From an optimization exercise on the open Yosys and OpenROAD flow, aimed at small area, a short achievable clock period and few clock cycles per item; shortcuts taken in it are not production practice. At most, simulation tests tie the RTL to the original design; equivalence was not proved. Function not checked in run 1: the RTL went through the layout flow alone. Power figures rest on the tool's default switching activity, not on a simulated workload.

==> flow/design.v, too long to show whole: its modules and the start of the top module <==
// module fpm: 1319 lines
// module fpm_fa: 4 lines
module fpm(
  input clk,
  input rst,
  input [31:0] number_in,
  input number_a_valid,
  output number_a_ready,
  input number_b_valid,
  output number_b_ready,
  output [31:0] number_out,
  output result_valid
);
  // ...
==> flow/flow/run.sh <==
#!/bin/bash
set -euo pipefail
bash standard.sh SETUP_SLACK_MARGIN=5.5 BUFFER_PORTS_ARGS=-buffer_cell\ sky130_fd_sc_hd__buf_1 CTS_ARGS=-sink_clustering_enable\ -repair_clock_nets\ -dont_use_dummy_load\ -buf_list\ sky130_fd_sc_hd__clkbuf_16\ -sink_clustering_size\ 35\ -sink_clustering_max_diameter\ 80 finish > standard.log 2>&1
==> flow/standard.sh <==
#!/bin/bash
# synth_recipe.tcl (not shown) runs the flow's synth.tcl, then flattens the netlist and writes it again
# the make line also repeats each setting of config.mk as NAME=value (left out here)
make -C /OpenROAD-flow-scripts/flow DESIGN_CONFIG=/design/flow/config.mk WORK_HOME=/design/flow/orfs CLKGATE_MAP_FILE= SYNTH_SCRIPT=/design/flow/synth_recipe.tcl "${@:-finish}"
==> flow/config.mk <==
export PLATFORM = sky130hd
export DESIGN_NAME = fpm
export DESIGN_NICKNAME = fpm
export VERILOG_FILES = /design/flow/design.v
export SDC_FILE = /design/flow/constraint.sdc
export NUM_CORES = 4
export LEC_CHECK = 0
export CAP_MARGIN = 20
export CORE_MARGIN = 2
export CORE_UTILIZATION = 40
export SETUP_SLACK_MARGIN = 5
export SLEW_MARGIN = 20
export SYNTH_HIERARCHICAL = 1
==> flow/constraint.sdc <==
create_clock -name core_clock -period 9.0 [get_ports {clk}]
set_input_delay 1.8000 -clock core_clock [delete_from_list [all_inputs] [get_ports {clk}]]
set_output_delay 1.8000 -clock core_clock [all_outputs]
set_load 0.01 [all_outputs]
==> run notes, run 1 <==
- Mux cell area share after synthesis: under 10%
- Reg area: 0.005938 mm2
- Yosys warnings: 7
- Seq power: around 2 mW
- Overall global routing resource usage: 21.40%
- M1 GR Usage: 28.56%
- Fraction of area in registers: between 20% and 30%
- I/O Pins: between 70 and 80
- Synth Area in Adders: about a third
- WHS: around 0.37 ns
- Largest family of logic cells by synthesized area: adder cells
- Avg Vias per Cell: 5.498
- Worst Min Path Start: s2_s
- Global routing's busiest layer: met2
- Final ANT Viol Nets: 0
- Fin. Hold Viols: 0
- Max stage delay on crit path: approximately 0.57 ns
- Slew Viols, Final: 0
- Iteration-0 DRC Markers: 951
- Switching part of the total: 45.81%
- Clock share of power: under 10%
- WL/cell: 20.66 um
- CP Depth: 7
- Synth top cells by count: nand2_1 (332), fa_1 (281), dfxtp_1 (176), a21oi_1 (101), nor2_1 (100)
- Util after Layout: a little under half
- Biggest registers after layout: tsn (37), tcn (36)
- Routability cong.: 0.8562
- Worst-Skew Late Latency: 0.55 ns
- Worst Setup End Kind: register
- Hold path cells: 0
- DR top layer: met4
- Layout cells sized above 1: 11.39%
- Synth top area cells: fa_1 (29%), dfxtp_1 (18%), edfxtp_1 (12%)
- Syn avg cell area: ~11 um2
- Pwr top: combinational logic
- DR pass1 iterations: 6
- Outcome: no timing/DRC/antenna violations
- Largest net degree at the start of global routing: between 50 and 60
- Pre-CTS setup slack: slightly above 5 ns
- Core Region: about 0.048 mm2
==> run 2, diff against run 1 <==
==> flow/design.v (replaced) <==
`timescale 1ns / 1ps
module fpm(
  input clk,
  input rst,
  input [31:0] number_in,
  input number_a_valid,
  output number_a_ready,
  input number_b_valid,
  output number_b_ready,
  output [31:0] number_out,
  output result_valid
);
  reg phase;             
  reg nrm_a, nrm_b;      
  reg vx, vy, vz, vw;    
  reg slow;              
  reg rv;
  reg [31:0] ra, rb;
  reg [4:0]  k;          
  reg [12:0] mm;         
  reg [36:0] tsn, tcn;   
  reg        c13, stlo;  
  reg [9:0]  s1_e;       
  reg        s1_s, s1_nan, s1_inf, s1_zero, s1_slow;
  reg [25:0] sig;        
  reg [9:0]  e;          
  reg        le0;        
  reg        s2_s, s2_nan, s2_inf, s2_zero;
  reg [31:0] out;
  wire [7:0] ea = ra[30:23];
  wire [7:0] eb = rb[30:23];
  wire ha = |ea;
  wire hb = |eb;
  wire [23:0] ma = {ha, ra[22:0]};
  wire [23:0] mb = {hb, rb[22:0]};
  wire fa0 = ~|ra[22:0];
  wire fb0 = ~|rb[22:0];
  wire a_zero = ~ha & fa0;
  wire b_zero = ~hb & fb0;
  wire a_max = &ea;
  wire b_max = &eb;
  wire a_nan = a_max & ~fa0;
  wire b_nan = b_max & ~fb0;
  wire a_inf = a_max & fa0;
  wire b_inf = b_max & fb0;
  wire [7:0] ein = number_in[30:23];
  wire in_f0 = ~|number_in[22:0];
  wire in_sub = ~|ein & ~in_f0;
  wire in_spec = (~|ein & in_f0) | &ein;
  wire a_sub = ~ha & ~fa0;
  wire a_spec = a_zero | a_max;
  wire go_a = a_sub & ~in_sub & ~in_spec;
  wire go_b = in_sub & ~a_sub & ~a_spec;
  wire normalising = nrm_a | nrm_b;
  wire vx_next;
  wire a_fire = number_a_valid & ~phase & ~normalising;
  wire b_fire = number_b_valid & phase & ~slow;
  assign number_a_ready = ~phase & ~normalising;
  assign number_b_ready = phase & ~slow;
  assign result_valid = rv;
  assign number_out = out;
  assign vx_next = rst & ((b_fire & ~go_a & ~go_b) | (nrm_a & ra[22]) | (nrm_b & rb[22]));
  wire [23:0] acc_s = ~tsn[36:13] & {24{~vx}};
  wire [23:0] acc_c = ~tcn[36:13] & {24{~vx}};
  wire [36:0] tree_sn, tree_cn;
  wire t1 = ~(mb[0] & mm[0]);
  wire t2 = ~(acc_s[0]);
  wire t3 = ~(acc_c[0]);
  wire t4 = ~(mb[1] & mm[0]);
  wire t5 = ~(mb[0] & mm[1]);
  wire t6 = ~(acc_s[1]);
  wire t7 = ~(acc_c[1]);
  wire t8 = ~(mb[2] & mm[0]);
  wire t9 = ~(mb[1] & mm[1]);
  wire t10 = ~(mb[0] & mm[2]);
  wire t11 = ~(acc_s[2]);
  wire t12 = ~(acc_c[2]);
  wire t13 = ~(mb[3] & mm[0]);
  wire t14 = ~(mb[2] & mm[1]);
  wire t15 = ~(mb[1] & mm[2]);
  wire t16 = ~(mb[0] & mm[3]);
  wire t17 = ~(acc_s[3]);
  wire t18 = ~(acc_c[3]);
  wire t19 = ~(mb[4] & mm[0]);
  wire t20 = ~(mb[3] & mm[1]);
  wire t21 = ~(mb[2] & mm[2]);
  wire t22 = ~(mb[1] & mm[3]);
  wire t23 = ~(mb[0] & mm[4]);
  wire t24 = ~(acc_s[4]);
  wire t25 = ~(acc_c[4]);
  wire t26 = ~(mb[5] & mm[0]);
  wire t27 = ~(mb[4] & mm[1]);
  wire t28 = ~(mb[3] & mm[2]);
  wire t29 = ~(mb[2] & mm[3]);
  wire t30 = ~(mb[1] & mm[4]);
  wire t31 = ~(mb[0] & mm[5]);
  wire t32 = ~(acc_s[5]);
  wire t33 = ~(acc_c[5]);
  wire t34 = ~(mb[6] & mm[0]);
  wire t35 = ~(mb[5] & mm[1]);
  wire t36 = ~(mb[4] & mm[2]);
  wire t37 = ~(mb[3] & mm[3]);
  wire t38 = ~(mb[2] & mm[4]);
  wire t39 = ~(mb[1] & mm[5]);
  wire t40 = ~(mb[0] & mm[6]);
  wire t41 = ~(acc_s[6]);
  wire t42 = ~(acc_c[6]);
  wire t43 = ~(mb[7] & mm[0]);
  wire t44 = ~(mb[6] & mm[1]);
  wire t45 = ~(mb[5] & mm[2]);
  wire t46 = ~(mb[4] & mm[3]);
  wire t47 = ~(mb[3] & mm[4]);
  wire t48 = ~(mb[2] & mm[5]);
  wire t49 = ~(mb[1] & mm[6]);
  wire t50 = ~(mb[0] & mm[7]);
  wire t51 = ~(acc_s[7]);
  wire t52 = ~(acc_c[7]);
  wire t53 = ~(mb[8] & mm[0]);
  wire t54 = ~(mb[7] & mm[1]);
  wire t55 = ~(mb[6] & mm[2]);
  wire t56 = ~(mb[5] & mm[3]);
  wire t57 = ~(mb[4] & mm[4]);
  wire t58 = ~(mb[3] & mm[5]);
  wire t59 = ~(mb[2] & mm[6]);
  wire t60 = ~(mb[1] & mm[7]);
  wire t61 = ~(mb[0] & mm[8]);
  wire t62 = ~(acc_s[8]);
  wire t63 = ~(acc_c[8]);
  wire t64 = ~(mb[9] & mm[0]);
  wire t65 = ~(mb[8] & mm[1]);
  wire t66 = ~(mb[7] & mm[2]);
  wire t67 = ~(mb[6] & mm[3]);
  wire t68 = ~(mb[5] & mm[4]);
  wire t69 = ~(mb[4] & mm[5]);
  wire t70 = ~(mb[3] & mm[6]);
  wire t71 = ~(mb[2] & mm[7]);
  wire t72 = ~(mb[1] & mm[8]);
  wire t73 = ~(mb[0] & mm[9]);
  wire t74 = ~(acc_s[9]);
  wire t75 = ~(acc_c[9]);
  wire t76 = ~(mb[10] & mm[0]);
  wire t77 = ~(mb[9] & mm[1]);
  wire t78 = ~(mb[8] & mm[2]);
  wire t79 = ~(mb[7] & mm[3]);
  wire t80 = ~(mb[6] & mm[4]);
  wire t81 = ~(mb[5] & mm[5]);
  wire t82 = ~(mb[4] & mm[6]);
  wire t83 = ~(mb[3] & mm[7]);
  wire t84 = ~(mb[2] & mm[8]);
  wire t85 = ~(mb[1] & mm[9]);
  wire t86 = ~(mb[0] & mm[10]);
  wire t87 = ~(acc_s[10]);
  wire t88 = ~(acc_c[10]);
  wire t89 = ~((mb[0] & mm[11]) | (acc_s[11]));
  wire t90 = ~(mb[11] & mm[0]);
  wire t91 = ~(mb[10] & mm[1]);
  wire t92 = ~(mb[9] & mm[2]);
  wire t93 = ~(mb[8] & mm[3]);
  wire t94 = ~(mb[7] & mm[4]);
  wire t95 = ~(mb[6] & mm[5]);
  wire t96 = ~(mb[5] & mm[6]);
  wire t97 = ~(mb[4] & mm[7]);
  wire t98 = ~(mb[3] & mm[8]);
  wire t99 = ~(mb[2] & mm[9]);
  wire t100 = ~(mb[1] & mm[10]);
  wire t101 = ~(acc_c[11]);
  wire t102 = ~((mb[1] & mm[11]) | (acc_s[12]));
  wire t103 = ~((mb[0] & mm[12]) | (acc_c[12]));
  wire t104 = ~(mb[12] & mm[0]);
  wire t105 = ~(mb[11] & mm[1]);
  wire t106 = ~(mb[10] & mm[2]);
  wire t107 = ~(mb[9] & mm[3]);
  wire t108 = ~(mb[8] & mm[4]);
  wire t109 = ~(mb[7] & mm[5]);
  wire t110 = ~(mb[6] & mm[6]);
  wire t111 = ~(mb[5] & mm[7]);
  wire t112 = ~(mb[4] & mm[8]);
  wire t113 = ~(mb[3] & mm[9]);
  wire t114 = ~(mb[2] & mm[10]);
  wire t115 = ~((mb[2] & mm[11]) | (acc_s[13]));
  wire t116 = ~((mb[1] & mm[12]) | (acc_c[13]));
  wire t117 = ~(mb[13] & mm[0]);
  wire t118 = ~(mb[12] & mm[1]);
  wire t119 = ~(mb[11] & mm[2]);
  wire t120 = ~(mb[10] & mm[3]);
  wire t121 = ~(mb[9] & mm[4]);
  wire t122 = ~(mb[8] & mm[5]);
  wire t123 = ~(mb[7] & mm[6]);
  wire t124 = ~(mb[6] & mm[7]);
  wire t125 = ~(mb[5] & mm[8]);
  wire t126 = ~(mb[4] & mm[9]);
  wire t127 = ~(mb[3] & mm[10]);
  wire t128 = ~((mb[3] & mm[11]) | (acc_s[14]));
  wire t129 = ~((mb[2] & mm[12]) | (acc_c[14]));
  wire t130 = ~(mb[14] & mm[0]);
  wire t131 = ~(mb[13] & mm[1]);
  wire t132 = ~(mb[12] & mm[2]);
  wire t133 = ~(mb[11] & mm[3]);
  wire t134 = ~(mb[10] & mm[4]);
  wire t135 = ~(mb[9] & mm[5]);
  wire t136 = ~(mb[8] & mm[6]);
  wire t137 = ~(mb[7] & mm[7]);
  wire t138 = ~(mb[6] & mm[8]);
  wire t139 = ~(mb[5] & mm[9]);
  wire t140 = ~(mb[4] & mm[10]);
  wire t141 = ~((mb[4] & mm[11]) | (acc_s[15]));
  wire t142 = ~((mb[3] & mm[12]) | (acc_c[15]));
  wire t143 = ~(mb[15] & mm[0]);
  wire t144 = ~(mb[14] & mm[1]);
  wire t145 = ~(mb[13] & mm[2]);
  wire t146 = ~(mb[12] & mm[3]);
  wire t147 = ~(mb[11] & mm[4]);
  wire t148 = ~(mb[10] & mm[5]);
  wire t149 = ~(mb[9] & mm[6]);
  wire t150 = ~(mb[8] & mm[7]);
  wire t151 = ~(mb[7] & mm[8]);
  wire t152 = ~(mb[6] & mm[9]);
  wire t153 = ~(mb[5] & mm[10]);
  wire t154 = ~((mb[5] & mm[11]) | (acc_s[16]));
  wire t155 = ~((mb[4] & mm[12]) | (acc_c[16]));
  wire t156 = ~(mb[16] & mm[0]);
  wire t157 = ~(mb[15] & mm[1]);
  wire t158 = ~(mb[14] & mm[2]);
  wire t159 = ~(mb[13] & mm[3]);
  wire t160 = ~(mb[12] & mm[4]);
  wire t161 = ~(mb[11] & mm[5]);
  wire t162 = ~(mb[10] & mm[6]);
  wire t163 = ~(mb[9] & mm[7]);
  wire t164 = ~(mb[8] & mm[8]);
  wire t165 = ~(mb[7] & mm[9]);
  wire t166 = ~(mb[6] & mm[10]);
  wire t167 = ~((mb[6] & mm[11]) | (acc_s[17]));
  wire t168 = ~((mb[5] & mm[12]) | (acc_c[17]));
  wire t169 = ~(mb[17] & mm[0]);
  wire t170 = ~(mb[16] & mm[1]);
  wire t171 = ~(mb[15] & mm[2]);
  wire t172 = ~(mb[14] & mm[3]);
  wire t173 = ~(mb[13] & mm[4]);
  wire t174 = ~(mb[12] & mm[5]);
  wire t175 = ~(mb[11] & mm[6]);
  wire t176 = ~(mb[10] & mm[7]);
  wire t177 = ~(mb[9] & mm[8]);
  wire t178 = ~(mb[8] & mm[9]);
  wire t179 = ~(mb[7] & mm[10]);
  wire t180 = ~((mb[7] & mm[11]) | (acc_s[18]));
  wire t181 = ~((mb[6] & mm[12]) | (acc_c[18]));
  wire t182 = ~(mb[18] & mm[0]);
  wire t183 = ~(mb[17] & mm[1]);
  wire t184 = ~(mb[16] & mm[2]);
  wire t185 = ~(mb[15] & mm[3]);
  wire t186 = ~(mb[14] & mm[4]);
  wire t187 = ~(mb[13] & mm[5]);
  wire t188 = ~(mb[12] & mm[6]);
  wire t189 = ~(mb[11] & mm[7]);
  wire t190 = ~(mb[10] & mm[8]);
  wire t191 = ~(mb[9] & mm[9]);
  wire t192 = ~(mb[8] & mm[10]);
  wire t193 = ~((mb[8] & mm[11]) | (acc_s[19]));
  wire t194 = ~((mb[7] & mm[12]) | (acc_c[19]));
  wire t195 = ~(mb[19] & mm[0]);
  wire t196 = ~(mb[18] & mm[1]);
  wire t197 = ~(mb[17] & mm[2]);
  wire t198 = ~(mb[16] & mm[3]);
  wire t199 = ~(mb[15] & mm[4]);
  wire t200 = ~(mb[14] & mm[5]);
  wire t201 = ~(mb[13] & mm[6]);
  wire t202 = ~(mb[12] & mm[7]);
  wire t203 = ~(mb[11] & mm[8]);
  wire t204 = ~(mb[10] & mm[9]);
  wire t205 = ~(mb[9] & mm[10]);
  wire t206 = ~((mb[9] & mm[11]) | (acc_s[20]));
  wire t207 = ~((mb[8] & mm[12]) | (acc_c[20]));
  wire t208 = ~(mb[20] & mm[0]);
  wire t209 = ~(mb[19] & mm[1]);
  wire t210 = ~(mb[18] & mm[2]);
  wire t211 = ~(mb[17] & mm[3]);
  wire t212 = ~(mb[16] & mm[4]);
  wire t213 = ~(mb[15] & mm[5]);
  wire t214 = ~(mb[14] & mm[6]);
  wire t215 = ~(mb[13] & mm[7]);
  wire t216 = ~(mb[12] & mm[8]);
  wire t217 = ~(mb[11] & mm[9]);
  wire t218 = ~(mb[10] & mm[10]);
  wire t219 = ~((mb[10] & mm[11]) | (acc_s[21]));
  wire t220 = ~((mb[9] & mm[12]) | (acc_c[21]));
  wire t221 = ~(mb[21] & mm[0]);
  wire t222 = ~(mb[20] & mm[1]);
  wire t223 = ~(mb[19] & mm[2]);
  wire t224 = ~(mb[18] & mm[3]);
  wire t225 = ~(mb[17] & mm[4]);
  wire t226 = ~(mb[16] & mm[5]);
  wire t227 = ~(mb[15] & mm[6]);
  wire t228 = ~(mb[14] & mm[7]);
  wire t229 = ~(mb[13] & mm[8]);
  wire t230 = ~(mb[12] & mm[9]);
  wire t231 = ~(mb[11] & mm[10]);
  wire t232 = ~((mb[11] & mm[11]) | (acc_s[22]));
  wire t233 = ~((mb[10] & mm[12]) | (acc_c[22]));
  wire t234 = ~(mb[22] & mm[0]);
  wire t235 = ~(mb[21] & mm[1]);
  wire t236 = ~(mb[20] & mm[2]);
  wire t237 = ~(mb[19] & mm[3]);
  wire t238 = ~(mb[18] & mm[4]);
  wire t239 = ~(mb[17] & mm[5]);
  wire t240 = ~(mb[16] & mm[6]);
  wire t241 = ~(mb[15] & mm[7]);
  wire t242 = ~(mb[14] & mm[8]);
  wire t243 = ~(mb[13] & mm[9]);
  wire t244 = ~(mb[12] & mm[10]);
  wire t245 = ~((mb[12] & mm[11]) | (acc_s[23]));
  wire t246 = ~((mb[11] & mm[12]) | (acc_c[23]));
  wire t247 = ~(mb[23] & mm[0]);
  wire t248 = ~(mb[22] & mm[1]);
  wire t249 = ~(mb[21] & mm[2]);
  wire t250 = ~(mb[20] & mm[3]);
  wire t251 = ~(mb[19] & mm[4]);
  wire t252 = ~(mb[18] & mm[5]);
  wire t253 = ~(mb[17] & mm[6]);
  wire t254 = ~(mb[16] & mm[7]);
  wire t255 = ~(mb[15] & mm[8]);
  wire t256 = ~(mb[14] & mm[9]);
  wire t257 = ~(mb[13] & mm[10]);
  wire t258 = ~(mb[23] & mm[1]);
  wire t259 = ~(mb[22] & mm[2]);
  wire t260 = ~(mb[21] & mm[3]);
  wire t261 = ~(mb[20] & mm[4]);
  wire t262 = ~(mb[19] & mm[5]);
  wire t263 = ~(mb[18] & mm[6]);
  wire t264 = ~(mb[17] & mm[7]);
  wire t265 = ~(mb[16] & mm[8]);
  wire t266 = ~(mb[15] & mm[9]);
  wire t267 = ~(mb[14] & mm[10]);
  wire t268 = ~(mb[13] & mm[11]);
  wire t269 = ~(mb[12] & mm[12]);
  wire t270 = ~(mb[23] & mm[2]);
  wire t271 = ~(mb[22] & mm[3]);
  wire t272 = ~(mb[21] & mm[4]);
  wire t273 = ~(mb[20] & mm[5]);
  wire t274 = ~(mb[19] & mm[6]);
  wire t275 = ~(mb[18] & mm[7]);
  wire t276 = ~(mb[17] & mm[8]);
  wire t277 = ~(mb[16] & mm[9]);
  wire t278 = ~(mb[15] & mm[10]);
  wire t279 = ~(mb[14] & mm[11]);
  wire t280 = ~(mb[13] & mm[12]);
  wire t281 = ~(mb[23] & mm[3]);
  wire t282 = ~(mb[22] & mm[4]);
  wire t283 = ~(mb[21] & mm[5]);
  wire t284 = ~(mb[20] & mm[6]);
  wire t285 = ~(mb[19] & mm[7]);
  wire t286 = ~(mb[18] & mm[8]);
  wire t287 = ~(mb[17] & mm[9]);
  wire t288 = ~(mb[16] & mm[10]);
  wire t289 = ~(mb[15] & mm[11]);
  wire t290 = ~(mb[14] & mm[12]);
  wire t291 = ~(mb[23] & mm[4]);
  wire t292 = ~(mb[22] & mm[5]);
  wire t293 = ~(mb[21] & mm[6]);
  wire t294 = ~(mb[20] & mm[7]);
  wire t295 = ~(mb[19] & mm[8]);
  wire t296 = ~(mb[18] & mm[9]);
  wire t297 = ~(mb[17] & mm[10]);
  wire t298 = ~(mb[16] & mm[11]);
  wire t299 = ~(mb[15] & mm[12]);
  wire t300 = ~(mb[23] & mm[5]);
  wire t301 = ~(mb[22] & mm[6]);
  wire t302 = ~(mb[21] & mm[7]);
  wire t303 = ~(mb[20] & mm[8]);
  wire t304 = ~(mb[19] & mm[9]);
  wire t305 = ~(mb[18] & mm[10]);
  wire t306 = ~(mb[17] & mm[11]);
  wire t307 = ~(mb[16] & mm[12]);
  wire t308 = ~(mb[23] & mm[6]);
  wire t309 = ~(mb[22] & mm[7]);
  wire t310 = ~(mb[21] & mm[8]);
  wire t311 = ~(mb[20] & mm[9]);
  wire t312 = ~(mb[19] & mm[10]);
  wire t313 = ~(mb[18] & mm[11]);
  wire t314 = ~(mb[17] & mm[12]);
  wire t315 = ~(mb[23] & mm[7]);
  wire t316 = ~(mb[22] & mm[8]);
  wire t317 = ~(mb[21] & mm[9]);
  wire t318 = ~(mb[20] & mm[10]);
  wire t319 = ~(mb[19] & mm[11]);
  wire t320 = ~(mb[18] & mm[12]);
  wire t321 = ~(mb[23] & mm[8]);
  wire t322 = ~(mb[22] & mm[9]);
  wire t323 = ~(mb[21] & mm[10]);
  wire t324 = ~(mb[20] & mm[11]);
  wire t325 = ~(mb[19] & mm[12]);
  wire t326 = ~(mb[23] & mm[9]);
  wire t327 = ~(mb[22] & mm[10]);
  wire t328 = ~(mb[21] & mm[11]);
  wire t329 = ~(mb[20] & mm[12]);
  wire t330 = ~(mb[23] & mm[10]);
  wire t331 = ~(mb[22] & mm[11]);
  wire t332 = ~(mb[21] & mm[12]);
  wire t333 = ~(mb[23] & mm[11]);
  wire t334 = ~(mb[22] & mm[12]);
  wire t335 = ~(mb[23] & mm[12]);
  wire t336, t337;
  fpm_han u_t336 (.an(t43), .bn(t44), .sn(t336), .con(t337));
  wire t338, t339;
  fpm_fa u_t338 (.a(t53), .b(t54), .c(t55), .s(t338), .co(t339));
  wire t340, t341;
  fpm_han u_t340 (.an(t56), .bn(t57), .sn(t340), .con(t341));
  wire t342, t343;
  fpm_fa u_t342 (.a(t64), .b(t65), .c(t66), .s(t342), .co(t343));
  wire t344, t345;
  fpm_fa u_t344 (.a(t67), .b(t68), .c(t69), .s(t344), .co(t345));
  wire t346, t347;
  fpm_han u_t346 (.an(t70), .bn(t71), .sn(t346), .con(t347));
  wire t348, t349;
  fpm_fa u_t348 (.a(t76), .b(t77), .c(t78), .s(t348), .co(t349));
  wire t350, t351;
  fpm_fa u_t350 (.a(t79), .b(t80), .c(t81), .s(t350), .co(t351));
  wire t352, t353;
  fpm_fa u_t352 (.a(t82), .b(t83), .c(t84), .s(t352), .co(t353));
  wire t354, t355;
  fpm_han u_t354 (.an(t85), .bn(t86), .sn(t354), .con(t355));
  wire t356, t357;
  fpm_fa u_t356 (.a(t89), .b(t90), .c(t91), .s(t356), .co(t357));
  wire t358, t359;
  fpm_fa u_t358 (.a(t92), .b(t93), .c(t94), .s(t358), .co(t359));
  wire t360, t361;
  fpm_fa u_t360 (.a(t95), .b(t96), .c(t97), .s(t360), .co(t361));
  wire t362, t363;
  fpm_fa u_t362 (.a(t98), .b(t99), .c(t100), .s(t362), .co(t363));
  wire t364, t365;
  fpm_fa u_t364 (.a(t102), .b(t103), .c(t104), .s(t364), .co(t365));
  wire t366, t367;
  fpm_fa u_t366 (.a(t105), .b(t106), .c(t107), .s(t366), .co(t367));
  wire t368, t369;
  fpm_fa u_t368 (.a(t108), .b(t109), .c(t110), .s(t368), .co(t369));
  wire t370, t371;
  fpm_fa u_t370 (.a(t111), .b(t112), .c(t113), .s(t370), .co(t371));
  wire t372, t373;
  fpm_fa u_t372 (.a(t115), .b(t116), .c(t117), .s(t372), .co(t373));
  wire t374, t375;
  fpm_fa u_t374 (.a(t118), .b(t119), .c(t120), .s(t374), .co(t375));
  wire t376, t377;
  fpm_fa u_t376 (.a(t121), .b(t122), .c(t123), .s(t376), .co(t377));
  wire t378, t379;
  fpm_fa u_t378 (.a(t124), .b(t125), .c(t126), .s(t378), .co(t379));
  wire t380, t381;
  fpm_fa u_t380 (.a(t128), .b(t129), .c(t130), .s(t380), .co(t381));
  wire t382, t383;
  fpm_fa u_t382 (.a(t131), .b(t132), .c(t133), .s(t382), .co(t383));
  wire t384, t385;
  fpm_fa u_t384 (.a(t134), .b(t135), .c(t136), .s(t384), .co(t385));
  wire t386, t387;
  fpm_fa u_t386 (.a(t137), .b(t138), .c(t139), .s(t386), .co(t387));
  wire t388, t389;
  fpm_fa u_t388 (.a(t141), .b(t142), .c(t143), .s(t388), .co(t389));
  wire t390, t391;
  fpm_fa u_t390 (.a(t144), .b(t145), .c(t146), .s(t390), .co(t391));
  wire t392, t393;
  fpm_fa u_t392 (.a(t147), .b(t148), .c(t149), .s(t392), .co(t393));
  wire t394, t395;
  fpm_fa u_t394 (.a(t150), .b(t151), .c(t152), .s(t394), .co(t395));
  wire t396, t397;
  fpm_fa u_t396 (.a(t154), .b(t155), .c(t156), .s(t396), .co(t397));
  wire t398, t399;
  fpm_fa u_t398 (.a(t157), .b(t158), .c(t159), .s(t398), .co(t399));
  wire t400, t401;
  fpm_fa u_t400 (.a(t160), .b(t161), .c(t162), .s(t400), .co(t401));
  wire t402, t403;
  fpm_fa u_t402 (.a(t163), .b(t164), .c(t165), .s(t402), .co(t403));
  wire t404, t405;
  fpm_fa u_t404 (.a(t167), .b(t168), .c(t169), .s(t404), .co(t405));
  wire t406, t407;
  fpm_fa u_t406 (.a(t170), .b(t171), .c(t172), .s(t406), .co(t407));
  wire t408, t409;
  fpm_fa u_t408 (.a(t173), .b(t174), .c(t175), .s(t408), .co(t409));
  wire t410, t411;
  fpm_fa u_t410 (.a(t176), .b(t177), .c(t178), .s(t410), .co(t411));
  wire t412, t413;
  fpm_fa u_t412 (.a(t180), .b(t181), .c(t182), .s(t412), .co(t413));
  wire t414, t415;
  fpm_fa u_t414 (.a(t183), .b(t184), .c(t185), .s(t414), .co(t415));
  wire t416, t417;
  fpm_fa u_t416 (.a(t186), .b(t187), .c(t188), .s(t416), .co(t417));
  wire t418, t419;
  fpm_fa u_t418 (.a(t189), .b(t190), .c(t191), .s(t418), .co(t419));
  wire t420, t421;
  fpm_fa u_t420 (.a(t193), .b(t194), .c(t195), .s(t420), .co(t421));
  wire t422, t423;
  fpm_fa u_t422 (.a(t196), .b(t197), .c(t198), .s(t422), .co(t423));
  wire t424, t425;
  fpm_fa u_t424 (.a(t199), .b(t200), .c(t201), .s(t424), .co(t425));
  wire t426, t427;
  fpm_fa u_t426 (.a(t202), .b(t203), .c(t204), .s(t426), .co(t427));
  wire t428, t429;
  fpm_fa u_t428 (.a(t206), .b(t207), .c(t208), .s(t428), .co(t429));
  wire t430, t431;
  fpm_fa u_t430 (.a(t209), .b(t210), .c(t211), .s(t430), .co(t431));
  wire t432, t433;
  fpm_fa u_t432 (.a(t212), .b(t213), .c(t214), .s(t432), .co(t433));
  wire t434, t435;
  fpm_fa u_t434 (.a(t215), .b(t216), .c(t217), .s(t434), .co(t435));
  wire t436, t437;
  fpm_fa u_t436 (.a(t219), .b(t220), .c(t221), .s(t436), .co(t437));
  wire t438, t439;
  fpm_fa u_t438 (.a(t222), .b(t223), .c(t224), .s(t438), .co(t439));
  wire t440, t441;
  fpm_fa u_t440 (.a(t225), .b(t226), .c(t227), .s(t440), .co(t441));
  wire t442, t443;
  fpm_fa u_t442 (.a(t228), .b(t229), .c(t230), .s(t442), .co(t443));
  wire t444, t445;
  fpm_fa u_t444 (.a(t232), .b(t233), .c(t234), .s(t444), .co(t445));
  wire t446, t447;
  fpm_fa u_t446 (.a(t235), .b(t236), .c(t237), .s(t446), .co(t447));
  wire t448, t449;
  fpm_fa u_t448 (.a(t238), .b(t239), .c(t240), .s(t448), .co(t449));
  wire t450, t451;
  fpm_fa u_t450 (.a(t241), .b(t242), .c(t243), .s(t450), .co(t451));
  wire t452, t453;
  fpm_fa u_t452 (.a(t245), .b(t246), .c(t247), .s(t452), .co(t453));
  wire t454, t455;
  fpm_fa u_t454 (.a(t248), .b(t249), .c(t250), .s(t454), .co(t455));
  wire t456, t457;
  fpm_fa u_t456 (.a(t251), .b(t252), .c(t253), .s(t456), .co(t457));
  wire t458, t459;
  fpm_fa u_t458 (.a(t254), .b(t255), .c(t256), .s(t458), .co(t459));
  wire t460, t461;
  fpm_fa u_t460 (.a(t258), .b(t259), .c(t260), .s(t460), .co(t461));
  wire t462, t463;
  fpm_fa u_t462 (.a(t261), .b(t262), .c(t263), .s(t462), .co(t463));
  wire t464, t465;
  fpm_fa u_t464 (.a(t264), .b(t265), .c(t266), .s(t464), .co(t465));
  wire t466, t467;
  fpm_han u_t466 (.an(t267), .bn(t268), .sn(t466), .con(t467));
  wire t468, t469;
  fpm_fa u_t468 (.a(t270), .b(t271), .c(t272), .s(t468), .co(t469));
  wire t470, t471;
  fpm_fa u_t470 (.a(t273), .b(t274), .c(t275), .s(t470), .co(t471));
  wire t472, t473;
  fpm_fa u_t472 (.a(t276), .b(t277), .c(t278), .s(t472), .co(t473));
  wire t474, t475;
  fpm_fa u_t474 (.a(t281), .b(t282), .c(t283), .s(t474), .co(t475));
  wire t476, t477;
  fpm_fa u_t476 (.a(t284), .b(t285), .c(t286), .s(t476), .co(t477));
  wire t478, t479;
  fpm_fa u_t478 (.a(t291), .b(t292), .c(t293), .s(t478), .co(t479));
  wire t480, t481;
  fpm_han u_t480 (.an(t19), .bn(t20), .sn(t480), .con(t481));
  wire t482, t483;
  fpm_fa u_t482 (.a(t26), .b(t27), .c(t28), .s(t482), .co(t483));
  wire t484, t485;
  fpm_han u_t484 (.an(t29), .bn(t30), .sn(t484), .con(t485));
  wire t486, t487;
  fpm_fa u_t486 (.a(t34), .b(t35), .c(t36), .s(t486), .co(t487));
  wire t488, t489;
  fpm_fa u_t488 (.a(t37), .b(t38), .c(t39), .s(t488), .co(t489));
  wire t490, t491;
  fpm_han u_t490 (.an(t40), .bn(t41), .sn(t490), .con(t491));
  wire t492, t493;
  fpm_fa u_t492 (.a(t336), .b(t45), .c(t46), .s(t492), .co(t493));
  wire t494, t495;
  fpm_fa u_t494 (.a(t47), .b(t48), .c(t49), .s(t494), .co(t495));
  wire t496, t497;
  fpm_fa u_t496 (.a(t50), .b(t51), .c(t52), .s(t496), .co(t497));
  wire t498, t499;
  fpm_fa u_t498 (.a(t337), .b(t338), .c(t340), .s(t498), .co(t499));
  wire t500, t501;
  fpm_fa u_t500 (.a(t58), .b(t59), .c(t60), .s(t500), .co(t501));
  wire t502, t503;
  fpm_fa u_t502 (.a(t61), .b(t62), .c(t63), .s(t502), .co(t503));
  wire t504, t505;
  fpm_fa u_t504 (.a(t339), .b(t341), .c(t342), .s(t504), .co(t505));
  wire t506, t507;
  fpm_fa u_t506 (.a(t344), .b(t346), .c(t72), .s(t506), .co(t507));
  wire t508, t509;
  fpm_fa u_t508 (.a(t73), .b(t74), .c(t75), .s(t508), .co(t509));
  wire t510, t511;
  fpm_fa u_t510 (.a(t343), .b(t345), .c(t347), .s(t510), .co(t511));
  wire t512, t513;
  fpm_fa u_t512 (.a(t348), .b(t350), .c(t352), .s(t512), .co(t513));
  wire t514, t515;
  fpm_fa u_t514 (.a(t354), .b(t87), .c(t88), .s(t514), .co(t515));
  wire t516, t517;
  fpm_fa u_t516 (.a(t349), .b(t351), .c(t353), .s(t516), .co(t517));
  wire t518, t519;
  fpm_fa u_t518 (.a(t355), .b(t356), .c(t358), .s(t518), .co(t519));
  wire t520, t521;
  fpm_fa u_t520 (.a(t360), .b(t362), .c(t101), .s(t520), .co(t521));
  wire t522, t523;
  fpm_fa u_t522 (.a(t357), .b(t359), .c(t361), .s(t522), .co(t523));
  wire t524, t525;
  fpm_fa u_t524 (.a(t363), .b(t364), .c(t366), .s(t524), .co(t525));
  wire t526, t527;
  fpm_fa u_t526 (.a(t368), .b(t370), .c(t114), .s(t526), .co(t527));
  wire t528, t529;
  fpm_fa u_t528 (.a(t365), .b(t367), .c(t369), .s(t528), .co(t529));
  wire t530, t531;
  fpm_fa u_t530 (.a(t371), .b(t372), .c(t374), .s(t530), .co(t531));
  wire t532, t533;
  fpm_fa u_t532 (.a(t376), .b(t378), .c(t127), .s(t532), .co(t533));
  wire t534, t535;
  fpm_fa u_t534 (.a(t373), .b(t375), .c(t377), .s(t534), .co(t535));
  wire t536, t537;
  fpm_fa u_t536 (.a(t379), .b(t380), .c(t382), .s(t536), .co(t537));
  wire t538, t539;
  fpm_fa u_t538 (.a(t384), .b(t386), .c(t140), .s(t538), .co(t539));
  wire t540, t541;
  fpm_fa u_t540 (.a(t381), .b(t383), .c(t385), .s(t540), .co(t541));
  wire t542, t543;
  fpm_fa u_t542 (.a(t387), .b(t388), .c(t390), .s(t542), .co(t543));
  wire t544, t545;
  fpm_fa u_t544 (.a(t392), .b(t394), .c(t153), .s(t544), .co(t545));
  wire t546, t547;
  fpm_fa u_t546 (.a(t389), .b(t391), .c(t393), .s(t546), .co(t547));
  wire t548, t549;
  fpm_fa u_t548 (.a(t395), .b(t396), .c(t398), .s(t548), .co(t549));
  wire t550, t551;
  fpm_fa u_t550 (.a(t400), .b(t402), .c(t166), .s(t550), .co(t551));
  wire t552, t553;
  fpm_fa u_t552 (.a(t397), .b(t399), .c(t401), .s(t552), .co(t553));
  wire t554, t555;
  fpm_fa u_t554 (.a(t403), .b(t404), .c(t406), .s(t554), .co(t555));
  wire t556, t557;
  fpm_fa u_t556 (.a(t408), .b(t410), .c(t179), .s(t556), .co(t557));
  wire t558, t559;
  fpm_fa u_t558 (.a(t405), .b(t407), .c(t409), .s(t558), .co(t559));
  wire t560, t561;
  fpm_fa u_t560 (.a(t411), .b(t412), .c(t414), .s(t560), .co(t561));
  wire t562, t563;
  fpm_fa u_t562 (.a(t416), .b(t418), .c(t192), .s(t562), .co(t563));
  wire t564, t565;
  fpm_fa u_t564 (.a(t413), .b(t415), .c(t417), .s(t564), .co(t565));
  wire t566, t567;
  fpm_fa u_t566 (.a(t419), .b(t420), .c(t422), .s(t566), .co(t567));
  wire t568, t569;
  fpm_fa u_t568 (.a(t424), .b(t426), .c(t205), .s(t568), .co(t569));
  wire t570, t571;
  fpm_fa u_t570 (.a(t421), .b(t423), .c(t425), .s(t570), .co(t571));
  wire t572, t573;
  fpm_fa u_t572 (.a(t427), .b(t428), .c(t430), .s(t572), .co(t573));
  wire t574, t575;
  fpm_fa u_t574 (.a(t432), .b(t434), .c(t218), .s(t574), .co(t575));
  wire t576, t577;
  fpm_fa u_t576 (.a(t429), .b(t431), .c(t433), .s(t576), .co(t577));
  wire t578, t579;
  fpm_fa u_t578 (.a(t435), .b(t436), .c(t438), .s(t578), .co(t579));
  wire t580, t581;
  fpm_fa u_t580 (.a(t440), .b(t442), .c(t231), .s(t580), .co(t581));
  wire t582, t583;
  fpm_fa u_t582 (.a(t437), .b(t439), .c(t441), .s(t582), .co(t583));
  wire t584, t585;
  fpm_fa u_t584 (.a(t443), .b(t444), .c(t446), .s(t584), .co(t585));
  wire t586, t587;
  fpm_fa u_t586 (.a(t448), .b(t450), .c(t244), .s(t586), .co(t587));
  wire t588, t589;
  fpm_fa u_t588 (.a(t445), .b(t447), .c(t449), .s(t588), .co(t589));
  wire t590, t591;
  fpm_fa u_t590 (.a(t451), .b(t452), .c(t454), .s(t590), .co(t591));
  wire t592, t593;
  fpm_fa u_t592 (.a(t456), .b(t458), .c(t257), .s(t592), .co(t593));
  wire t594, t595;
  fpm_fa u_t594 (.a(t453), .b(t455), .c(t457), .s(t594), .co(t595));
  wire t596, t597;
  fpm_fa u_t596 (.a(t459), .b(t460), .c(t462), .s(t596), .co(t597));
  wire t598, t599;
  fpm_fa u_t598 (.a(t464), .b(t466), .c(t269), .s(t598), .co(t599));
  wire t600, t601;
  fpm_fa u_t600 (.a(t461), .b(t463), .c(t465), .s(t600), .co(t601));
  wire t602, t603;
  fpm_fa u_t602 (.a(t467), .b(t468), .c(t470), .s(t602), .co(t603));
  wire t604, t605;
  fpm_fa u_t604 (.a(t472), .b(t279), .c(t280), .s(t604), .co(t605));
  wire t606, t607;
  fpm_fa u_t606 (.a(t469), .b(t471), .c(t473), .s(t606), .co(t607));
  wire t608, t609;
  fpm_fa u_t608 (.a(t474), .b(t476), .c(t287), .s(t608), .co(t609));
  wire t610, t611;
  fpm_fa u_t610 (.a(t288), .b(t289), .c(t290), .s(t610), .co(t611));
  wire t612, t613;
  fpm_fa u_t612 (.a(t475), .b(t477), .c(t478), .s(t612), .co(t613));
  wire t614, t615;
  fpm_fa u_t614 (.a(t294), .b(t295), .c(t296), .s(t614), .co(t615));
  wire t616, t617;
  fpm_fa u_t616 (.a(t297), .b(t298), .c(t299), .s(t616), .co(t617));
  wire t618, t619;
  fpm_fa u_t618 (.a(t479), .b(t300), .c(t301), .s(t618), .co(t619));
  wire t620, t621;
  fpm_fa u_t620 (.a(t302), .b(t303), .c(t304), .s(t620), .co(t621));
  wire t622, t623;
  fpm_fa u_t622 (.a(t305), .b(t306), .c(t307), .s(t622), .co(t623));
  wire t624, t625;
  fpm_fa u_t624 (.a(t308), .b(t309), .c(t310), .s(t624), .co(t625));
  wire t626, t627;
  fpm_fa u_t626 (.a(t311), .b(t312), .c(t313), .s(t626), .co(t627));
  wire t628, t629;
  fpm_fa u_t628 (.a(t315), .b(t316), .c(t317), .s(t628), .co(t629));
  wire t630, t631;
  fpm_han u_t630 (.an(t8), .bn(t9), .sn(t630), .con(t631));
  wire t632, t633;
  fpm_fa u_t632 (.a(t13), .b(t14), .c(t15), .s(t632), .co(t633));
  wire t634, t635;
  fpm_han u_t634 (.an(t16), .bn(t17), .sn(t634), .con(t635));
  wire t636, t637;
  fpm_fa u_t636 (.a(t480), .b(t21), .c(t22), .s(t636), .co(t637));
  wire t638, t639;
  fpm_fa u_t638 (.a(t23), .b(t24), .c(t25), .s(t638), .co(t639));
  wire t640, t641;
  fpm_fa u_t640 (.a(t481), .b(t482), .c(t484), .s(t640), .co(t641));
  wire t642, t643;
  fpm_fa u_t642 (.a(t31), .b(t32), .c(t33), .s(t642), .co(t643));
  wire t644, t645;
  fpm_fa u_t644 (.a(t483), .b(t485), .c(t486), .s(t644), .co(t645));
  wire t646, t647;
  fpm_fa u_t646 (.a(t488), .b(t490), .c(t42), .s(t646), .co(t647));
  wire t648, t649;
  fpm_fa u_t648 (.a(t487), .b(t489), .c(t491), .s(t648), .co(t649));
  wire t650, t651;
  fpm_fa u_t650 (.a(t492), .b(t494), .c(t496), .s(t650), .co(t651));
  wire t652, t653;
  fpm_fa u_t652 (.a(t493), .b(t495), .c(t497), .s(t652), .co(t653));
  wire t654, t655;
  fpm_fa u_t654 (.a(t498), .b(t500), .c(t502), .s(t654), .co(t655));
  wire t656, t657;
  fpm_fa u_t656 (.a(t499), .b(t501), .c(t503), .s(t656), .co(t657));
  wire t658, t659;
  fpm_fa u_t658 (.a(t504), .b(t506), .c(t508), .s(t658), .co(t659));
  wire t660, t661;
  fpm_fa u_t660 (.a(t505), .b(t507), .c(t509), .s(t660), .co(t661));
  wire t662, t663;
  fpm_fa u_t662 (.a(t510), .b(t512), .c(t514), .s(t662), .co(t663));
  wire t664, t665;
  fpm_fa u_t664 (.a(t511), .b(t513), .c(t515), .s(t664), .co(t665));
  wire t666, t667;
  fpm_fa u_t666 (.a(t516), .b(t518), .c(t520), .s(t666), .co(t667));
  wire t668, t669;
  fpm_fa u_t668 (.a(t517), .b(t519), .c(t521), .s(t668), .co(t669));
  wire t670, t671;
  fpm_fa u_t670 (.a(t522), .b(t524), .c(t526), .s(t670), .co(t671));
  wire t672, t673;
  fpm_fa u_t672 (.a(t523), .b(t525), .c(t527), .s(t672), .co(t673));
  wire t674, t675;
  fpm_fa u_t674 (.a(t528), .b(t530), .c(t532), .s(t674), .co(t675));
  wire t676, t677;
  fpm_fa u_t676 (.a(t529), .b(t531), .c(t533), .s(t676), .co(t677));
  wire t678, t679;
  fpm_fa u_t678 (.a(t534), .b(t536), .c(t538), .s(t678), .co(t679));
  wire t680, t681;
  fpm_fa u_t680 (.a(t535), .b(t537), .c(t539), .s(t680), .co(t681));
  wire t682, t683;
  fpm_fa u_t682 (.a(t540), .b(t542), .c(t544), .s(t682), .co(t683));
  wire t684, t685;
  fpm_fa u_t684 (.a(t541), .b(t543), .c(t545), .s(t684), .co(t685));
  wire t686, t687;
  fpm_fa u_t686 (.a(t546), .b(t548), .c(t550), .s(t686), .co(t687));
  wire t688, t689;
  fpm_fa u_t688 (.a(t547), .b(t549), .c(t551), .s(t688), .co(t689));
  wire t690, t691;
  fpm_fa u_t690 (.a(t552), .b(t554), .c(t556), .s(t690), .co(t691));
  wire t692, t693;
  fpm_fa u_t692 (.a(t553), .b(t555), .c(t557), .s(t692), .co(t693));
  wire t694, t695;
  fpm_fa u_t694 (.a(t558), .b(t560), .c(t562), .s(t694), .co(t695));
  wire t696, t697;
  fpm_fa u_t696 (.a(t559), .b(t561), .c(t563), .s(t696), .co(t697));
  wire t698, t699;
  fpm_fa u_t698 (.a(t564), .b(t566), .c(t568), .s(t698), .co(t699));
  wire t700, t701;
  fpm_fa u_t700 (.a(t565), .b(t567), .c(t569), .s(t700), .co(t701));
  wire t702, t703;
  fpm_fa u_t702 (.a(t570), .b(t572), .c(t574), .s(t702), .co(t703));
  wire t704, t705;
  fpm_fa u_t704 (.a(t571), .b(t573), .c(t575), .s(t704), .co(t705));
  wire t706, t707;
  fpm_fa u_t706 (.a(t576), .b(t578), .c(t580), .s(t706), .co(t707));
  wire t708, t709;
  fpm_fa u_t708 (.a(t577), .b(t579), .c(t581), .s(t708), .co(t709));
  wire t710, t711;
  fpm_fa u_t710 (.a(t582), .b(t584), .c(t586), .s(t710), .co(t711));
  wire t712, t713;
  fpm_fa u_t712 (.a(t583), .b(t585), .c(t587), .s(t712), .co(t713));
  wire t714, t715;
  fpm_fa u_t714 (.a(t588), .b(t590), .c(t592), .s(t714), .co(t715));
  wire t716, t717;
  fpm_fa u_t716 (.a(t589), .b(t591), .c(t593), .s(t716), .co(t717));
  wire t718, t719;
  fpm_fa u_t718 (.a(t594), .b(t596), .c(t598), .s(t718), .co(t719));
  wire t720, t721;
  fpm_fa u_t720 (.a(t595), .b(t597), .c(t599), .s(t720), .co(t721));
  wire t722, t723;
  fpm_fa u_t722 (.a(t600), .b(t602), .c(t604), .s(t722), .co(t723));
  wire t724, t725;
  fpm_fa u_t724 (.a(t601), .b(t603), .c(t605), .s(t724), .co(t725));
  wire t726, t727;
  fpm_fa u_t726 (.a(t606), .b(t608), .c(t610), .s(t726), .co(t727));
  wire t728, t729;
  fpm_fa u_t728 (.a(t607), .b(t609), .c(t611), .s(t728), .co(t729));
  wire t730, t731;
  fpm_fa u_t730 (.a(t612), .b(t614), .c(t616), .s(t730), .co(t731));
  wire t732, t733;
  fpm_fa u_t732 (.a(t613), .b(t615), .c(t617), .s(t732), .co(t733));
  wire t734, t735;
  fpm_fa u_t734 (.a(t618), .b(t620), .c(t622), .s(t734), .co(t735));
  wire t736, t737;
  fpm_fa u_t736 (.a(t619), .b(t621), .c(t623), .s(t736), .co(t737));
  wire t738, t739;
  fpm_fa u_t738 (.a(t624), .b(t626), .c(t314), .s(t738), .co(t739));
  wire t740, t741;
  fpm_fa u_t740 (.a(t625), .b(t627), .c(t628), .s(t740), .co(t741));
  wire t742, t743;
  fpm_fa u_t742 (.a(t318), .b(t319), .c(t320), .s(t742), .co(t743));
  wire t744, t745;
  fpm_fa u_t744 (.a(t629), .b(t321), .c(t322), .s(t744), .co(t745));
  wire t746, t747;
  fpm_fa u_t746 (.a(t323), .b(t324), .c(t325), .s(t746), .co(t747));
  wire t748, t749;
  fpm_fa u_t748 (.a(t326), .b(t327), .c(t328), .s(t748), .co(t749));
  wire t750, t751;
  fpm_han u_t750 (.an(t4), .bn(t5), .sn(t750), .con(t751));
  wire t752, t753;
  fpm_fa u_t752 (.a(t630), .b(t10), .c(t11), .s(t752), .co(t753));
  wire t754, t755;
  fpm_fa u_t754 (.a(t631), .b(t632), .c(t634), .s(t754), .co(t755));
  wire t756, t757;
  fpm_fa u_t756 (.a(t633), .b(t635), .c(t636), .s(t756), .co(t757));
  wire t758, t759;
  fpm_fa u_t758 (.a(t637), .b(t639), .c(t640), .s(t758), .co(t759));
  wire t760, t761;
  fpm_fa u_t760 (.a(t641), .b(t643), .c(t644), .s(t760), .co(t761));
  wire t762, t763;
  fpm_fa u_t762 (.a(t645), .b(t647), .c(t648), .s(t762), .co(t763));
  wire t764, t765;
  fpm_fa u_t764 (.a(t649), .b(t651), .c(t652), .s(t764), .co(t765));
  wire t766, t767;
  fpm_fa u_t766 (.a(t653), .b(t655), .c(t656), .s(t766), .co(t767));
  wire t768, t769;
  fpm_fa u_t768 (.a(t657), .b(t659), .c(t660), .s(t768), .co(t769));
  wire t770, t771;
  fpm_fa u_t770 (.a(t661), .b(t663), .c(t664), .s(t770), .co(t771));
  wire t772, t773;
  fpm_fa u_t772 (.a(t665), .b(t667), .c(t668), .s(t772), .co(t773));
  wire t774, t775;
  fpm_fa u_t774 (.a(t669), .b(t671), .c(t672), .s(t774), .co(t775));
  wire t776, t777;
  fpm_fa u_t776 (.a(t673), .b(t675), .c(t676), .s(t776), .co(t777));
  wire t778, t779;
  fpm_fa u_t778 (.a(t677), .b(t679), .c(t680), .s(t778), .co(t779));
  wire t780, t781;
  fpm_fa u_t780 (.a(t681), .b(t683), .c(t684), .s(t780), .co(t781));
  wire t782, t783;
  fpm_fa u_t782 (.a(t685), .b(t687), .c(t688), .s(t782), .co(t783));
  wire t784, t785;
  fpm_fa u_t784 (.a(t689), .b(t691), .c(t692), .s(t784), .co(t785));
  wire t786, t787;
  fpm_fa u_t786 (.a(t693), .b(t695), .c(t696), .s(t786), .co(t787));
  wire t788, t789;
  fpm_fa u_t788 (.a(t697), .b(t699), .c(t700), .s(t788), .co(t789));
  wire t790, t791;
  fpm_fa u_t790 (.a(t701), .b(t703), .c(t704), .s(t790), .co(t791));
  wire t792, t793;
  fpm_fa u_t792 (.a(t705), .b(t707), .c(t708), .s(t792), .co(t793));
  wire t794, t795;
  fpm_fa u_t794 (.a(t709), .b(t711), .c(t712), .s(t794), .co(t795));
  wire t796, t797;
  fpm_fa u_t796 (.a(t713), .b(t715), .c(t716), .s(t796), .co(t797));
  wire t798, t799;
  fpm_fa u_t798 (.a(t717), .b(t719), .c(t720), .s(t798), .co(t799));
  wire t800, t801;
  fpm_fa u_t800 (.a(t721), .b(t723), .c(t724), .s(t800), .co(t801));
  wire t802, t803;
  fpm_fa u_t802 (.a(t725), .b(t727), .c(t728), .s(t802), .co(t803));
  wire t804, t805;
  fpm_fa u_t804 (.a(t729), .b(t731), .c(t732), .s(t804), .co(t805));
  wire t806, t807;
  fpm_fa u_t806 (.a(t733), .b(t735), .c(t736), .s(t806), .co(t807));
  wire t808, t809;
  fpm_fa u_t808 (.a(t737), .b(t739), .c(t740), .s(t808), .co(t809));
  wire t810, t811;
  fpm_fa u_t810 (.a(t741), .b(t743), .c(t744), .s(t810), .co(t811));
  wire t812, t813;
  fpm_fa u_t812 (.a(t745), .b(t747), .c(t748), .s(t812), .co(t813));
  wire t814, t815;
  fpm_fa u_t814 (.a(t749), .b(t330), .c(t331), .s(t814), .co(t815));
  wire t816, t817;
  fpm_han u_t816 (.an(t1), .bn(t2), .sn(t816), .con(t817));
  wire t818, t819;
  fpm_fa u_t818 (.a(t750), .b(t6), .c(t7), .s(t818), .co(t819));
  wire t820, t821;
  fpm_fa u_t820 (.a(t751), .b(t752), .c(t12), .s(t820), .co(t821));
  wire t822, t823;
  fpm_fa u_t822 (.a(t753), .b(t754), .c(t18), .s(t822), .co(t823));
  wire t824, t825;
  fpm_fa u_t824 (.a(t755), .b(t756), .c(t638), .s(t824), .co(t825));
  wire t826, t827;
  fpm_fa u_t826 (.a(t757), .b(t758), .c(t642), .s(t826), .co(t827));
  wire t828, t829;
  fpm_fa u_t828 (.a(t759), .b(t760), .c(t646), .s(t828), .co(t829));
  wire t830, t831;
  fpm_fa u_t830 (.a(t761), .b(t762), .c(t650), .s(t830), .co(t831));
  wire t832, t833;
  fpm_fa u_t832 (.a(t763), .b(t764), .c(t654), .s(t832), .co(t833));
  wire t834, t835;
  fpm_fa u_t834 (.a(t765), .b(t766), .c(t658), .s(t834), .co(t835));
  wire t836, t837;
  fpm_fa u_t836 (.a(t767), .b(t768), .c(t662), .s(t836), .co(t837));
  wire t838, t839;
  fpm_fa u_t838 (.a(t769), .b(t770), .c(t666), .s(t838), .co(t839));
  wire t840, t841;
  fpm_fa u_t840 (.a(t771), .b(t772), .c(t670), .s(t840), .co(t841));
  wire t842, t843;
  fpm_fa u_t842 (.a(t773), .b(t774), .c(t674), .s(t842), .co(t843));
  wire t844, t845;
  fpm_fa u_t844 (.a(t775), .b(t776), .c(t678), .s(t844), .co(t845));
  wire t846, t847;
  fpm_fa u_t846 (.a(t777), .b(t778), .c(t682), .s(t846), .co(t847));
  wire t848, t849;
  fpm_fa u_t848 (.a(t779), .b(t780), .c(t686), .s(t848), .co(t849));
  wire t850, t851;
  fpm_fa u_t850 (.a(t781), .b(t782), .c(t690), .s(t850), .co(t851));
  wire t852, t853;
  fpm_fa u_t852 (.a(t783), .b(t784), .c(t694), .s(t852), .co(t853));
  wire t854, t855;
  fpm_fa u_t854 (.a(t785), .b(t786), .c(t698), .s(t854), .co(t855));
  wire t856, t857;
  fpm_fa u_t856 (.a(t787), .b(t788), .c(t702), .s(t856), .co(t857));
  wire t858, t859;
  fpm_fa u_t858 (.a(t789), .b(t790), .c(t706), .s(t858), .co(t859));
  wire t860, t861;
  fpm_fa u_t860 (.a(t791), .b(t792), .c(t710), .s(t860), .co(t861));
  wire t862, t863;
  fpm_fa u_t862 (.a(t793), .b(t794), .c(t714), .s(t862), .co(t863));
  wire t864, t865;
  fpm_fa u_t864 (.a(t795), .b(t796), .c(t718), .s(t864), .co(t865));
  wire t866, t867;
  fpm_fa u_t866 (.a(t797), .b(t798), .c(t722), .s(t866), .co(t867));
  wire t868, t869;
  fpm_fa u_t868 (.a(t799), .b(t800), .c(t726), .s(t868), .co(t869));
  wire t870, t871;
  fpm_fa u_t870 (.a(t801), .b(t802), .c(t730), .s(t870), .co(t871));
  wire t872, t873;
  fpm_fa u_t872 (.a(t803), .b(t804), .c(t734), .s(t872), .co(t873));
  wire t874, t875;
  fpm_fa u_t874 (.a(t805), .b(t806), .c(t738), .s(t874), .co(t875));
  wire t876, t877;
  fpm_fa u_t876 (.a(t807), .b(t808), .c(t742), .s(t876), .co(t877));
  wire t878, t879;
  fpm_fa u_t878 (.a(t809), .b(t810), .c(t746), .s(t878), .co(t879));
  wire t880, t881;
  fpm_fa u_t880 (.a(t811), .b(t812), .c(t329), .s(t880), .co(t881));
  wire t882, t883;
  fpm_fa u_t882 (.a(t813), .b(t814), .c(t332), .s(t882), .co(t883));
  wire t884, t885;
  fpm_fa u_t884 (.a(t815), .b(t333), .c(t334), .s(t884), .co(t885));
  assign tree_sn = {1'b1, t885, t883, t881, t879, t877, t875, t873, t871, t869, t867, t865, t863, t861, t859, t857, t855, t853, t851, t849, t847, t845, t843, t841, t839, t837, t835, t833, t831, t829, t827, t825, t823, t821, t819, t817, t816};
  assign tree_cn = {1'b1, t335, t884, t882, t880, t878, t876, t874, t872, t870, t868, t866, t864, t862, t860, t858, t856, t854, t852, t850, t848, t846, t844, t842, t840, t838, t836, t834, t832, t830, t828, t826, t824, t822, t820, t818, t3};
  wire [9:0] ex = {2'b00, ea | {7'd0, ~ha}} + {2'b00, eb | {7'd0, ~hb}} - 10'd126 - {5'd0, k};
  wire x_nan = a_nan | b_nan | (a_inf & b_zero) | (b_inf & a_zero);
  wire x_inf = (a_inf | b_inf) & ~x_nan;
  wire x_zero = (a_zero | b_zero) & ~x_nan & ~x_inf;
  wire [13:0] lo = {1'b0, ~tsn[12:0]} + {1'b0, ~tcn[12:0]};
  wire [34:0] phn = tsn[34:0] + tcn[34:0] + {34'd0, ~c13};
  wire [34:0] ph = ~phn;   
  wire        p47 = ph[34];
  wire [25:0] sig_z = p47 ? {ph[34:10], stlo | |ph[9:0]} : {ph[33:9], stlo | |ph[8:0]};
  wire [9:0]  s1_em1 = s1_e - 10'd1;
  wire [9:0]  e_z = p47 ? s1_e : s1_em1;
  wire        le0_z = p47 ? (s1_e[9] | (s1_e == 10'd0)) : (s1_em1[9] | (s1_em1 == 10'd0));
  wire busy = vw & ~s2_nan & ~s2_inf & ~s2_zero & le0;
  wire [22:0] mant = sig[24:2];
  wire        inc  = sig[1] & (sig[0] | mant[0]);
  wire [9:0]  fe   = e & {10{sig[25]}};
  wire [32:0] rnd  = {fe, mant} + {32'd0, inc};
  wire        ovf  = rnd[32:23] >= 10'd255;
  wire [31:0] res_w = s2_nan  ? {s2_s, 31'h7fc00000} :
                      s2_zero ? {s2_s, 31'd0} :
                      (s2_inf | ovf) ? {s2_s, 8'hff, 23'd0} :
                      {s2_s, rnd[30:0]};
  always @(posedge clk) begin
    if (a_fire)
      ra <= number_in;
    else if (nrm_a) begin
      ra[22:0] <= {ra[21:0], 1'b0};
      if (ra[22]) ra[30:23] <= 8'd1;
    end
    if (b_fire)
      rb <= number_in;
    else if (nrm_b) begin
      rb[22:0] <= {rb[21:0], 1'b0};
      if (rb[22]) rb[30:23] <= 8'd1;
    end
    if (b_fire)
      k <= 5'd0;
    else if (normalising)
      k <= k + 5'd1;
    if (vx) begin
      s1_e <= ex;
      s1_s <= (ra[31] ^ rb[31]) & ~(a_nan | b_nan);
      s1_nan <= x_nan;
      s1_inf <= x_inf;
      s1_zero <= x_zero;
    end
    tsn <= tree_sn;
    tcn <= tree_cn;
    c13 <= lo[13];
    stlo <= |lo[12:0];
    if (vx_next)
      mm <= nrm_a ? {ra[11:0], 1'b0} : ra[12:0];
    else
      mm <= {2'b00, ma[23:13]};
    if (!busy) begin
      sig <= sig_z;
      e <= e_z;
      le0 <= le0_z;
      s2_s <= s1_s;
    end else begin
      sig <= {1'b0, sig[25:2], sig[1] | sig[0]};
      e <= e + 10'd1;
      le0 <= e[9];
    end
    s2_nan <= s1_nan & ~busy;
    s2_inf <= s1_inf & ~busy;
    s2_zero <= s1_zero & ~busy;
    out <= res_w;
    if (rst == 0) begin
      phase <= 1'b0;
      nrm_a <= 1'b0;
      nrm_b <= 1'b0;
      vx <= 1'b0;
      vy <= 1'b0;
      vz <= 1'b0;
      vw <= 1'b0;
      slow <= 1'b0;
      rv <= 1'b0;
    end else begin
      if (a_fire) phase <= 1'b1;
      else if (b_fire) phase <= 1'b0;
      if (b_fire) begin
        nrm_a <= go_a;
        nrm_b <= go_b;
      end else begin
        if (nrm_a & ra[22]) nrm_a <= 1'b0;
        if (nrm_b & rb[22]) nrm_b <= 1'b0;
      end
      vx <= vx_next;
      vy <= vx;
      vz <= vy;
      vw <= vz | busy;
      rv <= vw & ~busy;
      if (vx & ~x_nan & ~x_inf & ~x_zero & (ex[9] | (ex[9:1] == 9'd0)))
        slow <= 1'b1;
      else if (vw & ~busy & ~vy & ~vz)
        slow <= 1'b0;        
    end
  end
endmodule
module fpm_fa(input a, input b, input c, output s, output co);
  assign s = a ^ b ^ c;
  assign co = (a & b) | (a & c) | (b & c);
endmodule
module fpm_han(input an, input bn, output sn, output con);
  assign sn = ~(an ^ bn);
  assign con = an | bn;
endmodule
==> flow/run.sh (new file) <==
#!/bin/bash
# synth_recipe.tcl (not shown) runs the flow's synth.tcl, then flattens the netlist and writes it again
# the make line also repeats each setting of config.mk as NAME=value (left out here)
make -C /OpenROAD-flow-scripts/flow DESIGN_CONFIG=/design/flow/config.mk WORK_HOME=/design/flow/orfs CLKGATE_MAP_FILE= SYNTH_SCRIPT=/design/flow/synth_recipe.tcl finish
==> flow/config.mk (replaced) <==
export PLATFORM = sky130hd
export DESIGN_NAME = fpm
export DESIGN_NICKNAME = fpm
export VERILOG_FILES = /design/flow/design.v
export SDC_FILE = /design/flow/constraint.sdc
export NUM_CORES = 4
export LEC_CHECK = 0
export CAP_MARGIN = 20
export CORE_MARGIN = 2
export CORE_UTILIZATION = 40
export SETUP_SLACK_MARGIN = 4
export SLEW_MARGIN = 20
export SYNTH_HIERARCHICAL = 1
removed: flow/flow/run.sh
removed: flow/standard.sh
==> run notes, run 2 <==
- Port Buf Inserts: 70
- M1 GR Usage: 27.50% (-1.1 points)
- Clock Skews: 0.03349 ns
- Die Span Y: roughly 230 um
- Hold-fix buffers, CTS: 0
- CTS tree: yes
- Register area share after synthesis: slightly below 30%
- Critical Path RT: roughly 7.2 ns
- Initial antenna violation count: 0
- Commonest non-fill, non-tap cells in the layout: nand2_1 (450), fa_1 (272), dfxtp_1 (170)
- Outcome: no timing/DRC/antenna violations
- Number of global-route vias before repair: between 15,000 and 20,000
- Avg Vias per Cell: 5.382 (-2.1%)
- Die area: roughly 0.051 mm2
- N_diodes: 0
- Design Power: a little over 8 mW
- Overall global routing resource usage: 20.72% (-0.68 points)
- Pre-CTS setup slack: 4.506 ns (-0.5368 ns)
- CP startpoint kind: register
- Ys flop type: dfxtp_1
- Setup ws final: approximately 4.5 ns
- Site row count: between 80 and 90
- Util after Layout: 44.89% (-0.29 points)
- Biggest registers after layout: tcn (36), tsn (36)
- Post-Syn Area: approximately 0.020 mm2
- Placed instance count: 2,669
- CP Class: register to output port
- WL/cell: 18.84 um (-8.8%)
- PwrDens: 378.1 mW/mm2
- Finished Cell Area: between 0.02 and 0.025 mm2
- FF-to-FF setup slack: a little under 5 ns
- Asr flop ratio synth: 0%
- Clk sinks: 252
- CTS H-Tree Depth: 1
- Commonest non-fill, non-tap cell in the layout: nand2_1
- Drt total wl: approximately 51,000 um
- Global routing's busiest layer: met2
- DR vias: between 10,000 and 15,000
- Largest net degree at the start of global routing: 62 (+15%)
- Reg2reg end: tcn[27]
- Fmax: 221.4 MHz
- Fin. Hold Viols: 0 (unchanged)
- Final setup TNS: 0 ns
- Post-synthesis register bit count: 252
- Period utilisation layout: about half
- Hold-critical path endpoint: out[31]
- Syn-to-layout area delta: 11.44%
- Initial Utilization: a little over 40%
- Final ANT Viol Nets: 0 (unchanged)
- # DRC: 0
- Post-synth EDFFs: 79
- Routing usage on met2: about a third
- P_leak: approximately 8.6 nW
- Hpwl dp: approximately 37,000 um
- Cell with the most instances after synthesis: nand2_1
- RSZ-0062 raised after global routing: false
- Tmin final: between 4 and 5 ns
- Final net count: ~2,400
- Postcts setup bufs: 0
- Syn avg cell area: 9.678 um2 (-8.3%)
- Clk slew on worst S/H paths: roughly 0.060 ns
- WP data arrival: around 2.7 ns
- CTS max path bufs: 3
- P_sw: 3.700 mW
- Int Power: approximately 4.6 mW
- Netlist cell types: 68
- GR Util met3: between 3 and 4%
- # Max-Cap Violations: 0
- Seq pwr share: 23.3%
- Layout cells sized above 1: 7.804% (-3.6 points)
- Core Region: 0.04875 mm2 (+2.5%)
- Yosys warnings: 7 (unchanged)
- Die width: around 230 um
- Fill cell count: about 4,600
- Worst Min Path Start: s2_s
- Worst Setup End Kind: output port
- Synth top area share: 27.73%
- Synth top area cells: fa_1 (28%), dfxtp_1 (18%), edfxtp_1 (12%)
- DR pass1 iterations: 5 (-1)
- First-pass GRT wire length: 82,790 um
- I/O Pins: 71 (unchanged)
- Placed Area: approximately 0.021 mm2
- Relative slew slack: 25.03%
- Worst-Skew Late Latency: 0.60 ns (+0.05 ns)
- Routability cong.: 0.8355 (-2.4%)
- Worst Path Max Fanout: 16
- Slew Viols, Final: 0 (unchanged)
- Worst-Margin Slew: between 1 and 1.5 ns
- Hold path cells: 0 (unchanged)
- FF-to-FF Start: rb[26]
- WHS: 0.3427 ns (-0.02627 ns)
- Final setup fails: 0
- Clock share of power: 15.1% (+6.2 points)
- Switching part of the total: 44.72% (-1.1 points)
- VDD IR-drop max: 0.2134 mV
- Cells on worst reg2reg path: 8
- Yosys top cell by area: fa_1
- Synth top cells by count: nand2_1 (450), fa_1 (272), dfxtp_1 (173), inv_1 (123), nor2_1 (107)
- Root Buffer: clkbuf_16
- Synthesized instance count: between 2,000 and 2,500
- Final cell count without fillers: 2,727
- Iteration-0 DRC Markers: 987 (+3.8%)
- CTS Buf Count: 31
- GRT overflow: 0
- Cts repair resizes: 0
- Hold Crit Class: register to register
- Comb pwr share: around three fifths
## run 2: how the worst max path moves through the flow
stage,start,end,slack [ns],depth (start not counted)
floorplan,vx,tcn[13],5.17,9
global placement,number_b_valid,mm[10],4.62,8
detailed placement,number_b_valid,rb[11],4.51,3
CTS,nrm_a,number_a_ready,4.47,3
global route,nrm_a,number_a_ready,4.34,3
finish,nrm_a,number_a_ready,4.48,3
## run 2: cell type report
class | count | area [um2] | area share [%]
clock buffer | 38 | 862.1 | 3.939
tap | 664 | 830.8 | 3.796
sequential | 252 | 5842 | 26.69
multi-input combinational | 1545 | 12900 | 58.96
timing repair buffer | 85 | 813.3 | 3.716
inverter | 123 | 461.7 | 2.110
clock inverter | 20 | 172.7 | 0.7890
## run 2: worst max-delay path: stages, from the launching register on
cell	delay [ns]
dfxtp_1	0.56
or2_2	0.49
nor2_1	0.44
clkdlybuf4s50_1	0.64
## run 2: cells by family after synthesis
logic type,count (synthesis),synth area share (%)
buf+inv,232,4.594
mux,37,2.032
xor+xnor,93,4.186
simple gates,799,18.34
compound gates,264,8.308
flops,252,29.72
fa+ha+maj,352,32.83
## run 2: routing by layer
layer,up-vias,wire length [um]
met3,92,3720
met2,554,24190
met5,-,0
met4,0,1293
met1,7323,22170
li1,6707,-
## run 2: power groups by stage
stage | sequential (mW) | clock [mW] | combinational, mW
2_1_floorplan | 1.78 | 0 | 3.88
3_3_place_gp | 1.94 | 0 | 4.94
3_5_place_dp | 1.94 | 0 | 5.10
4_1_cts | 1.92 | 1.28 | 5.12
5_1_grt | 1.96 | 1.31 | 5.84
6_report | 1.93 | 1.25 | 5.10
## run 2: per-module statistics from Yosys (local to each module, per instance)
module / cells inside / cell area [um2] / copies in the design / flip-flops and latches
fpm: 1706 / 14040 / 1 / 252
fpm_fa: 1 / 20.02 / 263 / 0
fpm_han: 5 / 27.53 / 12 / 0
Testbench counts of run 2, summed over its fixed seeds: cycles 6,440, items 3,200.

port drivers added, routing unchanged:
In the flow no input, the clock included, has a driving cell. The finished layouts below were timed again as built, in two steps. Step 1 assumes that a clkbuf_16 drives the clock port and a buf_2 every other input. Step 2 moves the port delays by t, midway between the first and last clock arrival at a register: inputs arrive t later, outputs are due t later. That takes back most of the time a late clock gives input paths. Slacks: ideal ports / drivers / drivers and shift; pairs: ideal ports / drivers.
run | shift t [ns] | slack for setup (ns) | hold slack, ns | clock arrival spread, ns
run 1 | 0.577 | 5.563 / 5.563 / 5.563 | 0.369 / 0.369 / 0.369 | 0.057 / 0.056
run 2 | 0.639 | 4.483 / 4.425 / 4.523 | 0.343 / 0.343 / 0.343 | 0.037 / 0.037
After both steps setup and hold are still met in every run listed.
